Background: an optimization exercise with open tools, aiming at small area and a short achievable clock period. Do not read the settings as production practice.
The RTL was checked by simulation tests, not by an equivalence proof against the original design.

==> design/flow/design.v <==
module STACK_BASED_ALU #(parameter n = 32) (input signed [n-1:0] input_data,input clk,input rst,input [2:0] opcode,output reg signed [n-1:0] output_data,output reg overflow,output reg [4:0] sp);
    reg signed [n-1:0] stack [0:31];
    reg signed [2*n-1:0] real_res;
    reg signed  [2*n-1:0] se_out;
    reg signed  [2*n-1:0]  se_stacko;
    reg signed  [2*n-1:0]  se_stackt;
    integer i;
    always @(posedge clk or posedge rst) 
    begin
        if (rst) 
        begin
            sp = 0;
            output_data = 0;
            overflow = 0;
        end 
        else 
        begin
            case (opcode)
                3'b100: 
                begin  
                    if (sp >= 2) 
                    begin
                        output_data = stack[sp-1] + stack[sp-2];
                        se_out={ {n{output_data[n-1]}}, output_data };
                        se_stacko={ {n{stack[sp-1][n-1]}}, stack[sp-1] };
                        se_stackt={ {n{stack[sp-2][n-1]}}, stack[sp-2] };
                        real_res = se_stacko + se_stackt ;
                        if(real_res==se_out)
                        begin
                            overflow=0;
                        end 
                        else
                        begin
                            overflow=1;
                        end 
                    end 
                    else 
                    begin
                        overflow <= 0;
                    end
                end
                3'b101: 
                begin  
                    if (sp >= 2) 
                    begin
                        output_data = stack[sp-1] * stack[sp-2];
                        se_out={ {n{output_data[n-1]}}, output_data };
                        se_stacko={ {n{stack[sp-1][n-1]}}, stack[sp-1] };
                        se_stackt={ {n{stack[sp-2][n-1]}}, stack[sp-2] };
                        real_res = se_stacko * se_stackt ;
                        if(real_res==se_out)
                        begin
                            overflow=0;
                        end 
                        else
                        begin
                            overflow=1;
                        end 
                    end 
                    else 
                    begin
                        overflow <= 0;
                    end
                end
                3'b110: begin  
                    if (sp < 32) 
                    begin
                        stack[sp] <= input_data;
                        sp <= sp + 1;
                    end
                end
                3'b111: begin  
                    if (sp > 0) 
                    begin
                        output_data <= stack[sp-1]; 
                        stack[sp-1] = {n{0}};
                        sp <= sp - 1;
                    end
                end
                default: 
                begin 
                    output_data <= output_data;
                    overflow <= overflow;
                end
            endcase
        end
    end
endmodule
==> design/flow/run.sh <==
#!/bin/bash
# synth_recipe.tcl (not shown) runs the flow's synth.tcl, then flattens the netlist and writes it again
# the make line also repeats each setting of config.mk as NAME=value (left out here)
make -C /OpenROAD-flow-scripts/flow DESIGN_CONFIG=/design/flow/config.mk WORK_HOME=/design/flow/orfs CLKGATE_MAP_FILE= SYNTH_SCRIPT=/design/flow/synth_recipe.tcl finish
==> design/flow/config.mk <==
export PLATFORM = sky130hd
export DESIGN_NAME = STACK_BASED_ALU
export DESIGN_NICKNAME = STACK_BASED_ALU
export VERILOG_FILES = /design/flow/design.v
export SDC_FILE = /design/flow/constraint.sdc
export NUM_CORES = 4
export LEC_CHECK = 0
export CAP_MARGIN = 20
export CORE_MARGIN = 2
export CORE_UTILIZATION = 40
export SLEW_MARGIN = 20
==> design/flow/constraint.sdc <==
create_clock -name core_clock -period 14.0 [get_ports {clk}]
set_input_delay 2.8000 -clock core_clock [delete_from_list [all_inputs] [get_ports {clk}]]
set_output_delay 2.8000 -clock core_clock [all_outputs]
set_load 0.01 [all_outputs]
==> results by group <==
Worst hold path
  • Hold endpoint: output_data[18]$_DFFE_PP0P_
  • Min-delay src: output_data[18]$_DFFE_PP0P_
  • Cells on Worst Hold Path: 1
  • Tightest Hold Check Type: reg -> reg

Setup path
  • R2R cell count: 35
  • Kind of cell adding the most delay to the critical path: adder cells
  • CP startpoint kind: register
  • Req. time, crit path: 14.62 ns
  • R2R setup slack: 0.33 ns
  • Worst-path maximum fanout: 29
  • FF-to-FF Start: sp[1]$_DFFE_PP0P_
  • CP bufs+invs: 5
  • Crit end category: register
  • Slowest CP cell: nor3_2
  • Category of the most critical setup path: reg -> reg
  • Crit path largest cell delay: 1.00 ns
  • CP arrival: about 14 ns
  • RR Endpoint: overflow$_DFFE_PP0P_
  • CP most frequent cell: fa_1

Final layout
  • Area delta synth->final: 12.46%
  • Design area: 93940 um^2
  • Util after Layout: 0.4532
  • Register area: 31700 um^2
  • Nets: 8777
  • Combined area of the multi-input logic cells: between 40000 and 50000 um^2
  • Share of layout cells above drive strength 1: 0.09508
  • Fillcell total: 19040

Logic synthesis
  • Net count after synthesis: 8736
  • Synth area leaders: edfxtp_1, fa_1, inv_1
  • Syn avg cell area: 11.31 um^2
  • Async S/R FF share, synth: 0.03578
  • Register area share after synthesis: 0.3795
  • Synth top area share: 0.3681
  • Ys Warns: 2
  • EDFF count, synth: around 1000
  • Synthesized flop and latch total: 1062
  • Post-Syn Area: 83530 um^2
  • Cells after synthesis: between 7000 and 8000
  • Synth cell types: 81
  • Cell taking the most area after synthesis: edfxtp_1
  • Top_reg_cell synth: edfxtp_1

Routing
  • Initial DRC count: 12300
  • Total number of vias: between 60000 and 70000
  • Vias per inst: 6.610
  • Routed length on met1: about 120000 um
  • Initial DRT Pass Iterations: 11
  • Wirelength, routed: around 380000 um
  • Met2 WL: about 160000 um
  • Max layer used: met5
  • Avg WL per Cell: 36.52 um
  • Number of remaining DRC errors: 0
  • Met3 wire len: about 50000 um
  • Post-DRT Antenna Nets: 0

Timing
  • Final setup TNS: 0 ns
  • Layout Skew: just over 0.06 ns
  • Final Hold Fails: 0
  • Final setup fails: 0
  • Max Fclk: 73.13 MHz
  • Max-Slew Margin vs Limit: 0.08971
  • Max Slew Vio Count: 0
  • Min Tclk post-route: 13.67 ns
  • Worst Tran Pin Value: roughly 1.4 ns
  • RSZ-0062 raised after global routing: no
  • Part of the cycle the worst path needs: 0.9767

Floorplan
  • Die height: 461.0 um
  • Die area: 212500 um^2
  • # IOs: 75
  • Starting Density: 0.4030
  • Core ar.: 207300 um^2
  • Die width: about 460 um
  • # rows: roughly 170

Clock tree
  • H-tree depth: 3
  • Post-CTS Hold Fix Bufs: 0
  • CTS sink cnt: 1062
  • Clock buffer depth: 3
  • Clock-pin slew of the registers on the worst-case setup and hold paths: 0.06 ns
  • CTS root buf: clkbuf_16
  • CTS tree: built
  • Clock latency (worst-skew pair): 0.79 ns
  • Cts bufs inserted: 110

Global routing
  • Initial antenna violation count: 16
  • Largest net degree at the start of global routing: 65
  • Number of global-route vias before repair: 69190
  • First-pass GRT wire length: 522100 um
  • Tot GR Track Use: 0.3501
  • Grt ovf: 0

Placed design
  • Gp weighted congestion: 1.020
  • Buffers on Ports: 74
  • DP HPWL: 252900 um
  • Post-DP Area: 89970 um^2

Status
  • Outcome: complete, no violations

Job
  • Max Cap Viol: 0
## how the worst max path moves through the flow
stage | cells past startpoint | startpoint | end | slack [ns]
after floorplan | 41 | sp[2]$_DFFE_PP0P_ | overflow$_DFFE_PP0P_ | 2.36
after global placement | 36 | sp[1]$_DFFE_PP0P_ | overflow$_DFFE_PP0P_ | 0.56
after detailed placement | 36 | sp[1]$_DFFE_PP0P_ | overflow$_DFFE_PP0P_ | 0.52
after CTS | 36 | sp[1]$_DFFE_PP0P_ | overflow$_DFFE_PP0P_ | 0.49
after global routing | 35 | sp[1]$_DFFE_PP0P_ | overflow$_DFFE_PP0P_ | 0.11
final | 35 | sp[1]$_DFFE_PP0P_ | overflow$_DFFE_PP0P_ | 0.33
## what timing repair did
item,CTS,global route
endpoints found under the setup margin,0,1
resized for setup,0,1
buffers inserted,0,0
## cell usage after synthesis (all sizes together), types with 131 or more instances
cell and number:
fa 1083, edfxtp 1024, inv 980, nand2 586, a22oi 416, nor2 384, clkbuf 354, nor2b 309
a21oi 232, ha 228, and2 199, a221oi 195, a22o 174, nand3 131
## cells in the final DEF, fill, tap and decap left out, types with 74 or more instances in the layout
cell type        synthesis  layout
a21oi_1                231     209
a221oi_1               195     195
a222oi_1               126     126
a22o_1                 174     174
a22oi_1                416     416
and2_1                 199     199
buf_4                    2     286
clkbuf_16                0     111
clkdlybuf4s50_1          0      74
edfxtp_1              1024    1024
fa_1                  1083    1083
ha_1                   228     228
inv_1                  976     975
nand2_1                586     585
nand3_1                131     129
nand4_1                120     120
nor2_1                 384     356
nor2b_1                309     277
nor3_1                 127      77
o21ai_0                 87      83
## final cells by class
type / count / share of cell area
Inverter: 990 / 0.03956
Clock inverter: 78 / 0.01012
Timing Repair Buffer: 394 / 0.03784
Multi-Input combinational cell: 4871 / 0.5075
Sequential cell: 1062 / 0.3375
Clock buffer: 125 / 0.03013
Tap cell: 2788 / 0.03713
Antenna cell: 9 / 0.0002397
## metrics by stage
step / setup slack (ns) / hold slack (ns) / instances
after floorplan: 2.356 / 0.5308 / 7388
after global placement: 0.5615 / 0.4801 / 10100
after detailed placement: 0.5197 / 0.4839 / 10110
after CTS: 0.4866 / 0.4961 / 10310
after global routing: 0.1094 / 0.5274 / 10310
final: 0.3260 / 0.4926 / 10320
## state kept, by name, indices dropped and copies added (netlist names)
signal and count:
stack 1024, sp 5, overflow 1, output_data 32
## per-layer routing
metal,vias to the layer above,track usage
met5,-,0.0006889
met4,16,0.2613
met3,1983,0.1050
met2,6167,0.5379
met1,34100,0.4150
li1,25930,-
## worst reg2reg max path: cells and delay by family, from the launching register on
| kind | cells | cell delay (ns) |
|---|---|---|
| simple gates | 8 | 2.96 |
| flops | 1 | 0.51 |
| compound gates | 10 | 3.26 |
| fa+ha+maj | 10 | 4.72 |
| buf+inv | 5 | 1.67 |
| xor+xnor | 2 | 0.40 |
## kinds of logic after synthesis
kind of cell               count (synthesis)  share of synthesized area
and+or+nand+nor                         1970                     0.1155
DFF                                     1062                     0.3795
adders and majority gates               1311                     0.2937
AOI/OAI and AO/OA                       1473                     0.1320
xor gates and xnor gates                 108                    0.01141
muxes                                      9                   0.001123
buffers and inverters                   1455                    0.06666

## separate check: timing with driven ports
In the flow no input, the clock included, has a driving cell. The finished layout below was timed again as built, in two steps. Step 1, drivers: a clkbuf_16 drives clk and a buf_2 each remaining input, both assumed. Step 2, shift: input delay + t, output delay - t, t = (earliest + latest rising clock arrival at the registers) / 2. This alone moves slack from input paths to output paths. Slacks: ideal / step 1 / step 2; pairs: ideal / step 1.
t (ns): 0.838
slack for setup (ns): 0.326 / 0.326 / 0.326
worst hold slack (ns): 0.493 / 0.493 / 0.493
After both steps this run still meets setup and hold. For this run, drivers alone change the setup slack by 0.000 ns; drivers and shift together by 0.000 ns.
